From an optimization exercise on the open Yosys and OpenROAD flow, aimed at a short achievable clock period and few clock cycles per item; shortcuts taken in it are not production practice. RTL that was checked went through simulation tests only; none was proved equivalent to the original. No activity file was given, so power comes from the tool's default toggle rates.

==> willow <==
Design CPU, start of the top module:
module CPU (clk, reset, in, out, N, V, Z, w, mem_cmd, mem_addr, reg_out);
==> flow/config.mk <==
export PLATFORM = sky130hd
export DESIGN_NAME = CPU
export DESIGN_NICKNAME = CPU
export VERILOG_FILES = /design/flow/design.v
export SDC_FILE = /design/flow/constraint.sdc
export NUM_CORES = 4
export LEC_CHECK = 0
export ABC_CLOCK_PERIOD_IN_PS = 2000
export CAP_MARGIN = 20
export CORE_MARGIN = 2
export CORE_UTILIZATION = 40
export SETUP_SLACK_MARGIN = 4.5
export SLEW_MARGIN = 20
export TNS_END_PERCENT = 100
==> flow/constraint.sdc <==
create_clock -name core_clock -period 7.0 [get_ports {clk}]
set_input_delay 1.4000 -clock core_clock [delete_from_list [all_inputs] [get_ports {clk}]]
set_output_delay 1.4000 -clock core_clock [all_outputs]
set_load 0.01 [all_outputs]
run.sh (not shown) runs the stock make flow with config.mk's settings and CLKGATE_MAP_FILE= SYNTH_SCRIPT=/design/flow/synth_recipe.tcl, a recipe that flattens the netlist after the stock synthesis.
==> xenon: changes against willow <==
--- a/flow/design.v
+++ b/flow/design.v
@@ -29,19 +29,14 @@
 	logic [7:0]  PP;        
 	logic        TK;        
 	logic [8:0]  RT;        
 	logic E_LDR, E_STR, E_REDIR, E_CMP, E_HALT, E_WE, E_WSLOW;
 	logic [2:0] E_WA;
 	logic [8:0] E_FV;       
 	logic       ldwb;       
-	logic       BV;
-	logic [8:0] BPC, BTGT;
-	logic       PF;
-	logic       E_ALLOC;    
-	logic [8:0] IPC;        
 	logic       LDF;        
 	logic       STL;        
 	logic [2:0] ld_rd;
 	assign mem_addr = MA;
 	assign mem_cmd  = MST ? 2'b10 : 2'b01;
 	assign out      = SBD;
 	assign w        = W;
@@ -55,31 +50,14 @@
 		case (s)
 			2'b00: shf = x;
 			2'b01: shf = {x[14:0], 1'b0};
 			2'b10: shf = {1'b0, x[15:1]};
 			default: shf = {x[15], x[15:1]};
 		endcase
 	endfunction
-	function automatic [8:0] inc9(input [8:0] x);
-		logic c;
-		c = 1'b1;
-		for (int i = 0; i < 9; i = i + 1) begin
-			inc9[i] = x[i] ^ c;
-			c = c & x[i];
-		end
-	endfunction
-	function automatic [8:0] inc9b(input [8:0] x);
-		logic c;
-		c = 1'b1;
-		inc9b[0] = x[0];
-		for (int i = 1; i < 9; i = i + 1) begin
-			inc9b[i] = x[i] ^ c;
-			c = c & x[i];
-		end
-	endfunction
 	function automatic cond_true(input [2:0] c, input lt, input z);
 		case (c)
 			3'b000: cond_true = 1'b1;
 			3'b001: cond_true = z;
 			3'b010: cond_true = ~z;
 			3'b011: cond_true = lt;
 			3'b100: cond_true = lt | z;
@@ -162,29 +140,29 @@
 	wire d_dep = E_WSLOW & ((d_ldr & (E_WA == d_rn)) | (d_bx & (E_WA == d_rd)));
 	wire [2:0] h_rn = IR[10:8];
 	wire [2:0] h_rd = IR[7:5];
 	wire [2:0] h_rm = IR[2:0];
 	wire p_a  = ldwb & (h_rn == ld_rd);
 	wire p_b  = ldwb & (h_rm == ld_rd);
 	wire p_sd = ldwb & (h_rd == ld_rd);
-	wire [15:0] h_a  = p_a  ? ldd : R[h_rn];
-	wire [15:0] h_b  = shf(p_b  ? ldd : R[h_rm], IR[4:3]);
-	wire [15:0] h_sd = shf(p_sd ? ldd : R[h_rd], IR[4:3]);
+	wire [15:0] h_a  = p_a  ? ldd : A;
+	wire [15:0] h_b  = p_b  ? shf(ldd, IR[4:3]) : B;
+	wire [15:0] h_sd = p_sd ? shf(ldd, IR[4:3]) : SD;
 	wire h_ldr  = (e_opc == 3'b011);
 	wire h_str  = (e_opc == 3'b100);
 	wire h_bx   = (e_opc == 3'b010) & ~e_op[0];
 	wire h_halt = (e_opc == 3'b111);
 	wire h_cmp  = (e_opc == 3'b101) & (e_op == 2'b01);
 	wire h_wslow = e_movr | ((e_opc == 3'b101) & (e_op != 2'b01));
 	wire h_we   = h_wslow | e_movi | e_bl;
 	wire [2:0] h_wa = (e_movi | e_bl) ? h_rn : h_rd;
 	wire [8:0] h_fv = e_bl ? {1'b0, PP} : {IR[7], IR[7:0]};
 	wire ld_dep = ldwb & ((h_ldr & p_a) | (h_bx & p_sd));
 	logic [8:0] a_saddr;
-	add_im5 u_hs (.r(R[h_rn][8:0]), .im(IR[4:0]), .s(a_saddr));
+	add_im5 u_hs (.r(A[8:0]), .im(IR[4:0]), .s(a_saddr));
 	wire x_exec_h = hold & IRv & ~halted & ~ld_dep;
 	wire sel_d    = ~hold & inv & ~squash & ~E_LDR & ~halted_n & ~d_dep;
 	wire x_stl    = (~hold & inv & ~squash & ~E_LDR & ~halted_n & d_dep) | (hold & IRv & ~halted & ld_dep);
 	wire x_exec   = x_exec_h | sel_d;
 	logic        x_ldr, x_str, x_redir, x_halt, x_cmp, x_we, x_wslow;
 	logic [2:0]  x_wa;
 	logic [8:0]  x_fv, x_raddr;
@@ -199,61 +177,48 @@
 			x_wslow = h_wslow;
 			x_wa    = h_wa;
 			x_fv    = h_fv;
 			x_raddr = TK ? TGT : SD[8:0];
 		end else begin
 			x_ldr   = d_ldr;
 			x_str   = d_str;
-			x_redir = PF ? ~d_tk : (d_tk | d_bx);
+			x_redir = d_tk | d_bx;
 			x_halt  = d_halt;
 			x_cmp   = d_cmp;
 			x_wslow = d_movr | (d_alu & ~d_cmp);
 			x_we    = x_wslow | d_movi | d_bl;
 			x_wa    = (d_movi | d_bl) ? d_rn : d_rd;
 			x_fv    = d_bl ? {1'b0, d_pp} : {in[7], in[7:0]};
-			x_raddr = PF ? ia_p1 : d_tk ? d_tgt : d_bxt;
+			x_raddr = d_tk ? d_tgt : d_bxt;
 		end
 	end
 	wire x_drain = x_exec & sbv_n & (x_str | x_redir | x_halt);
-	wire [8:0] ia_p1 = inc9(ia);
-	wire [8:0] ma_p1 = inc9(MA);
-	wire [8:0] ma_p2 = inc9b(MA);
-	wire [8:0] rt_p1 = inc9(RT);
-	wire [8:0] btgt_p1 = inc9(BTGT);
-	wire [8:0] fa_p1 = inc9(fa);
-	wire d_miss  = PF & ~d_tk;          
-	wire d_drain = sel_d & sbv_n & (d_str | d_halt | (PF ? ~d_tk : (d_tk | d_bx)));
-	wire pred_hit = FT & BV & (MA == BPC);
-	wire seq = ~E_REDIR & ~(MST & inv) & ~x_stl & ~(x_exec & (x_ldr | x_drain | x_redir));
-	wire pf_n = pred_hit & seq;
+	wire d_drain = sel_d & sbv_n & (d_str | d_tk | d_bx | d_halt);
 	logic [8:0] ma_early, mao_n, fa_n;
 	wire sel_s_n = (sel_d & d_ldr) | (x_exec_h & h_ldr);
-	wire sel_t_n = sel_d & d_tk & ~PF & ~d_drain;
-	wire [8:0] mas_n = hold ? a_saddr : d_saddr;
+	wire sel_t_n = sel_d & d_tk & ~d_drain;
+	wire [8:0] mas_n = hold ? (STL ? a_saddr : MAS) : d_saddr;
 	always_comb begin
 		if (E_LDR)                             ma_early = fa;
 		else if (MST & E_REDIR)                ma_early = RT;
 		else if (MST)                          ma_early = inv ? ia : fa;
-		else if (E_REDIR)                      ma_early = ma_p1;
+		else if (E_REDIR)                      ma_early = MA + 9'd1;
 		else if (x_exec_h & SBV & (h_str | TK | h_bx | h_halt)) ma_early = SBA;
 		else if (x_exec_h & TK)                ma_early = TGT;
 		else if (x_exec_h & h_bx)              ma_early = SD[8:0];
 		else if (x_stl)                        ma_early = MA;
 		else                                   ma_early = fa;
 		if (d_drain)                           mao_n = sba_n;
 		else if (sel_d & d_bx)                 mao_n = d_bxt;
-		else if (sel_d & d_miss)               mao_n = ia_p1;
-		else if (pf_n)                         mao_n = BTGT;
 		else                                   mao_n = ma_early;
-		if (MST & E_REDIR)                     fa_n = rt_p1;
-		else if (E_REDIR)                      fa_n = ma_p2;
+		if (MST & E_REDIR)                     fa_n = RT + 9'd1;
+		else if (E_REDIR)                      fa_n = MA + 9'd2;
 		else if ((MST & inv) | x_stl | (x_exec & (x_ldr | x_drain | x_redir)))
 		                                       fa_n = fa;
-		else if (pf_n)                         fa_n = btgt_p1;
-		else                                   fa_n = fa_p1;
+		else                                   fa_n = fa + 9'd1;
 	end
 	always_ff @(posedge clk) begin
 		if (reset) begin
 			MAO     <= 9'd0;
 			SEL_S   <= 1'b0;
 			SEL_T   <= 1'b0;
 			MST     <= 1'b0;
@@ -262,17 +227,14 @@
 			inv     <= 1'b0;
 			IRv     <= 1'b0;
 			ldwb    <= 1'b0;
 			STL     <= 1'b0;
 			halted  <= 1'b0;
 			W       <= 1'b0;
 			SBV     <= 1'b0;
-			BV      <= 1'b0;
-			E_ALLOC <= 1'b0;
-			PF      <= 1'b0;
 			E_LDR   <= 1'b0;
 			E_STR   <= 1'b0;
 			E_REDIR <= 1'b0;
 			E_CMP   <= 1'b0;
 			E_HALT  <= 1'b0;
 			E_WE    <= 1'b0;
 			E_WSLOW <= 1'b0;
@@ -281,17 +243,14 @@
 			ia      <= MA;
 			ldwb    <= E_LDR;
 			STL     <= x_stl;
 			halted  <= halted_n;
 			W       <= halted_n | (x_exec & x_halt & ~x_drain);
 			MST     <= x_drain;
 			SBV     <= sbv_n;
-			PF      <= pf_n;
-			E_ALLOC <= sel_d & (d_opc == 3'b001) & d_tk & ~PF & in[7];
-			if (E_ALLOC) BV <= 1'b1;
 			E_LDR   <= x_exec & x_ldr;
 			E_STR   <= x_exec & x_str;
 			E_REDIR <= x_exec & x_redir;
 			E_CMP   <= x_exec & x_cmp;
 			E_HALT  <= x_exec & x_halt;
 			E_WE    <= x_exec & x_we;
 			E_WSLOW <= x_exec & x_wslow;
@@ -315,19 +274,14 @@
 			SBA <= e_saddr;
 			SBD <= SD;
 		end
 		LDF <= SBV & (SBA == MA);
 		E_WA <= x_wa;
 		E_FV <= x_fv;
 		RT <= x_raddr;
-		IPC <= ia;
-		if (E_ALLOC) begin
-			BPC  <= IPC;
-			BTGT <= RT;
-		end
 		MAS <= mas_n;
 		MAT <= d_tgt;
 		if (E_LDR) ld_rd <= IR[7:5];
 		if (hold) begin
 			A <= h_a; B <= h_b; SD <= h_sd;
 		end else begin
 			IR <= in;
- SETUP_SLACK_MARGIN: 4.5 -> 3.8
==> pepper: changes against willow <==
--- a/flow/design.v
+++ b/flow/design.v
@@ -32,16 +32,14 @@
 	logic E_LDR, E_STR, E_REDIR, E_CMP, E_HALT, E_WE, E_WSLOW;
 	logic [2:0] E_WA;
 	logic [8:0] E_FV;       
 	logic       ldwb;       
 	logic       BV;
 	logic [8:0] BPC, BTGT;
 	logic       PF;
-	logic       E_ALLOC;    
-	logic [8:0] IPC;        
 	logic       LDF;        
 	logic       STL;        
 	logic [2:0] ld_rd;
 	assign mem_addr = MA;
 	assign mem_cmd  = MST ? 2'b10 : 2'b01;
 	assign out      = SBD;
 	assign w        = W;
@@ -162,29 +160,29 @@
 	wire d_dep = E_WSLOW & ((d_ldr & (E_WA == d_rn)) | (d_bx & (E_WA == d_rd)));
 	wire [2:0] h_rn = IR[10:8];
 	wire [2:0] h_rd = IR[7:5];
 	wire [2:0] h_rm = IR[2:0];
 	wire p_a  = ldwb & (h_rn == ld_rd);
 	wire p_b  = ldwb & (h_rm == ld_rd);
 	wire p_sd = ldwb & (h_rd == ld_rd);
-	wire [15:0] h_a  = p_a  ? ldd : R[h_rn];
-	wire [15:0] h_b  = shf(p_b  ? ldd : R[h_rm], IR[4:3]);
-	wire [15:0] h_sd = shf(p_sd ? ldd : R[h_rd], IR[4:3]);
+	wire [15:0] h_a  = p_a  ? ldd : A;
+	wire [15:0] h_b  = p_b  ? shf(ldd, IR[4:3]) : B;
+	wire [15:0] h_sd = p_sd ? shf(ldd, IR[4:3]) : SD;
 	wire h_ldr  = (e_opc == 3'b011);
 	wire h_str  = (e_opc == 3'b100);
 	wire h_bx   = (e_opc == 3'b010) & ~e_op[0];
 	wire h_halt = (e_opc == 3'b111);
 	wire h_cmp  = (e_opc == 3'b101) & (e_op == 2'b01);
 	wire h_wslow = e_movr | ((e_opc == 3'b101) & (e_op != 2'b01));
 	wire h_we   = h_wslow | e_movi | e_bl;
 	wire [2:0] h_wa = (e_movi | e_bl) ? h_rn : h_rd;
 	wire [8:0] h_fv = e_bl ? {1'b0, PP} : {IR[7], IR[7:0]};
 	wire ld_dep = ldwb & ((h_ldr & p_a) | (h_bx & p_sd));
 	logic [8:0] a_saddr;
-	add_im5 u_hs (.r(R[h_rn][8:0]), .im(IR[4:0]), .s(a_saddr));
+	add_im5 u_hs (.r(A[8:0]), .im(IR[4:0]), .s(a_saddr));
 	wire x_exec_h = hold & IRv & ~halted & ~ld_dep;
 	wire sel_d    = ~hold & inv & ~squash & ~E_LDR & ~halted_n & ~d_dep;
 	wire x_stl    = (~hold & inv & ~squash & ~E_LDR & ~halted_n & d_dep) | (hold & IRv & ~halted & ld_dep);
 	wire x_exec   = x_exec_h | sel_d;
 	logic        x_ldr, x_str, x_redir, x_halt, x_cmp, x_we, x_wslow;
 	logic [2:0]  x_wa;
 	logic [8:0]  x_fv, x_raddr;
@@ -224,15 +222,15 @@
 	wire d_drain = sel_d & sbv_n & (d_str | d_halt | (PF ? ~d_tk : (d_tk | d_bx)));
 	wire pred_hit = FT & BV & (MA == BPC);
 	wire seq = ~E_REDIR & ~(MST & inv) & ~x_stl & ~(x_exec & (x_ldr | x_drain | x_redir));
 	wire pf_n = pred_hit & seq;
 	logic [8:0] ma_early, mao_n, fa_n;
 	wire sel_s_n = (sel_d & d_ldr) | (x_exec_h & h_ldr);
 	wire sel_t_n = sel_d & d_tk & ~PF & ~d_drain;
-	wire [8:0] mas_n = hold ? a_saddr : d_saddr;
+	wire [8:0] mas_n = hold ? (STL ? a_saddr : MAS) : d_saddr;
 	always_comb begin
 		if (E_LDR)                             ma_early = fa;
 		else if (MST & E_REDIR)                ma_early = RT;
 		else if (MST)                          ma_early = inv ? ia : fa;
 		else if (E_REDIR)                      ma_early = ma_p1;
 		else if (x_exec_h & SBV & (h_str | TK | h_bx | h_halt)) ma_early = SBA;
 		else if (x_exec_h & TK)                ma_early = TGT;
@@ -263,15 +261,14 @@
 			IRv     <= 1'b0;
 			ldwb    <= 1'b0;
 			STL     <= 1'b0;
 			halted  <= 1'b0;
 			W       <= 1'b0;
 			SBV     <= 1'b0;
 			BV      <= 1'b0;
-			E_ALLOC <= 1'b0;
 			PF      <= 1'b0;
 			E_LDR   <= 1'b0;
 			E_STR   <= 1'b0;
 			E_REDIR <= 1'b0;
 			E_CMP   <= 1'b0;
 			E_HALT  <= 1'b0;
 			E_WE    <= 1'b0;
@@ -282,16 +279,17 @@
 			ldwb    <= E_LDR;
 			STL     <= x_stl;
 			halted  <= halted_n;
 			W       <= halted_n | (x_exec & x_halt & ~x_drain);
 			MST     <= x_drain;
 			SBV     <= sbv_n;
 			PF      <= pf_n;
-			E_ALLOC <= sel_d & (d_opc == 3'b001) & d_tk & ~PF & in[7];
-			if (E_ALLOC) BV <= 1'b1;
+			if (sel_d & (d_opc == 3'b001) & d_tk & ~PF & in[7]) begin
+				BV <= 1'b1;
+			end
 			E_LDR   <= x_exec & x_ldr;
 			E_STR   <= x_exec & x_str;
 			E_REDIR <= x_exec & x_redir;
 			E_CMP   <= x_exec & x_cmp;
 			E_HALT  <= x_exec & x_halt;
 			E_WE    <= x_exec & x_we;
 			E_WSLOW <= x_exec & x_wslow;
@@ -315,18 +313,17 @@
 			SBA <= e_saddr;
 			SBD <= SD;
 		end
 		LDF <= SBV & (SBA == MA);
 		E_WA <= x_wa;
 		E_FV <= x_fv;
 		RT <= x_raddr;
-		IPC <= ia;
-		if (E_ALLOC) begin
-			BPC  <= IPC;
-			BTGT <= RT;
+		if (sel_d & (d_opc == 3'b001) & d_tk & ~PF & in[7]) begin
+			BPC  <= ia;
+			BTGT <= d_tgt;
 		end
 		MAS <= mas_n;
 		MAT <= d_tgt;
 		if (E_LDR) ld_rd <= IR[7:5];
 		if (hold) begin
 			A <= h_a; B <= h_b; SD <= h_sd;
 		end else begin
@@ -338,20 +335,15 @@
 endmodule
 module ks_add #(parameter W = 16) (
 	input  [W-1:0] a, b,
 	input          cin,
 	output [W-1:0] s,
 	output         cout
 );
-	function automatic integer lg(input integer n);
-		lg = 0;
-		for (int i = 0; i < 16; i = i + 1)
-			if ((1 << i) < n) lg = i + 1;
-	endfunction
-	localparam L = lg(W) + 1;
+	localparam L = $clog2(W) + 1;
 	logic [W-1:0] g [0:L];
 	logic [W-1:0] p [0:L];
 	wire  [W-1:0] p0 = a ^ b;
 	genvar i, k;
 	generate
 		for (i = 0; i < W; i = i + 1) begin : g_init
 			if (i == 0) begin : g_c0
- SETUP_SLACK_MARGIN: 4.5 -> 3.8
==> summary of the runs <==
Between willow and pepper, the lower die area is in pepper (gap 13%, measured against pepper). Of pepper and xenon, pepper has the higher core utilization (gap 2.3 points). In pepper the non-clock buffer count is higher than in xenon, by 67. In willow the sequential share of layout area is lower than in pepper, by 4.5 points. willow finished clean. pepper ran to the end with no violations. xenon completed without violations. The highest global-route usage belongs to pepper, the lowest to xenon. Register-to-register slack, highest first: xenon, willow, pepper. First-iteration DRC count, highest first: willow, pepper, xenon. Clock power, lowest first: xenon, pepper, willow.
==> figures <==
item	willow	pepper	xenon
Most frequent CP cell	or4b_4	o211ai_1	-
Count of inverters not on the clock network in the layout	146	137	139
Reg-to-Reg Start	ldwb	A[0]	B[9]
Run status	no timing/DRC/antenna violations	no timing/DRC/antenna violations	no timing/DRC/antenna violations
Clock Pin Slew Worst Setup and Hold Paths	0.06 ns	0.06 ns	0.07 ns
Combinational power	2670 uW	2410 uW	1980 uW
Wirelength per Cell	31.0 um	32.6 um	30.0 um
Longest individual stage delay on the worst path	0.54 ns	0.58 ns	0.56 ns
Buf/Inv on CP	3	0	1
Proportion of final cell area spent on non-clock buffers	0.175	0.143	0.137
Effective utilization at floorplan	0.403	0.402	0.404
Number of resized instances in the post-cts repair step	1389	493	269
Average instance area after synthesis	9.56 um2	9.58 um2	9.44 um2
Distinct cells, synth	85	90	94
Pwr Total	7740 uW	7360 uW	6510 uW
Worst skew pair latency	0.60 ns	0.60 ns	0.58 ns
Post-synthesis share of cell area spent on and, or, nand and nor gates	0.122	0.130	0.140
Final Skew	0.0250 ns	0.0200 ns	0.0287 ns
Testbench counts of xenon, summed over its fixed seeds: cycles 9,102, instrs 6,884.
Function not checked in willow and pepper: the RTL went through the layout flow alone.

-- static timing again, ports no longer ideal --
No port has a modelled driver above. Below, the same layouts with a new extraction and two added sets of constraints. Step 1 (the two cells are an assumption about what drives the block):
set clk [get_ports {clk}]
set_driving_cell -lib_cell sky130_fd_sc_hd__clkbuf_16 $clk
set_driving_cell -lib_cell sky130_fd_sc_hd__buf_2 [delete_from_list [all_inputs] $clk]
Step 2 adds t to the input delays and takes it off the output delays; t is the mean of the earliest and latest rising clock arrival at the registers after step 1. Input paths then give back, and output paths get back, about the clock's delay inside the block. Three values: ideal ports, drivers, drivers and shift; two values: the first two.
| run | t, ns | slack for setup (ns) | clock arrival spread, ns | worst register clock-pin slew, ns |
|---|---|---|---|---|
| willow | 0.653 | 3.311 / 3.318 / 2.665 | 0.025 / 0.025 | 0.07 / 0.07 |
| xenon | 0.632 | 3.352 / 3.191 / 2.559 | 0.030 / 0.030 | 0.07 / 0.07 |
| pepper | 0.655 | 3.264 / 3.191 / 2.536 | 0.020 / 0.020 | 0.07 / 0.07 |
After both steps every run listed still meets setup and hold. The setup slack of xenon, which loses most, moves by -0.161 ns with the drivers and by -0.793 ns with both steps.
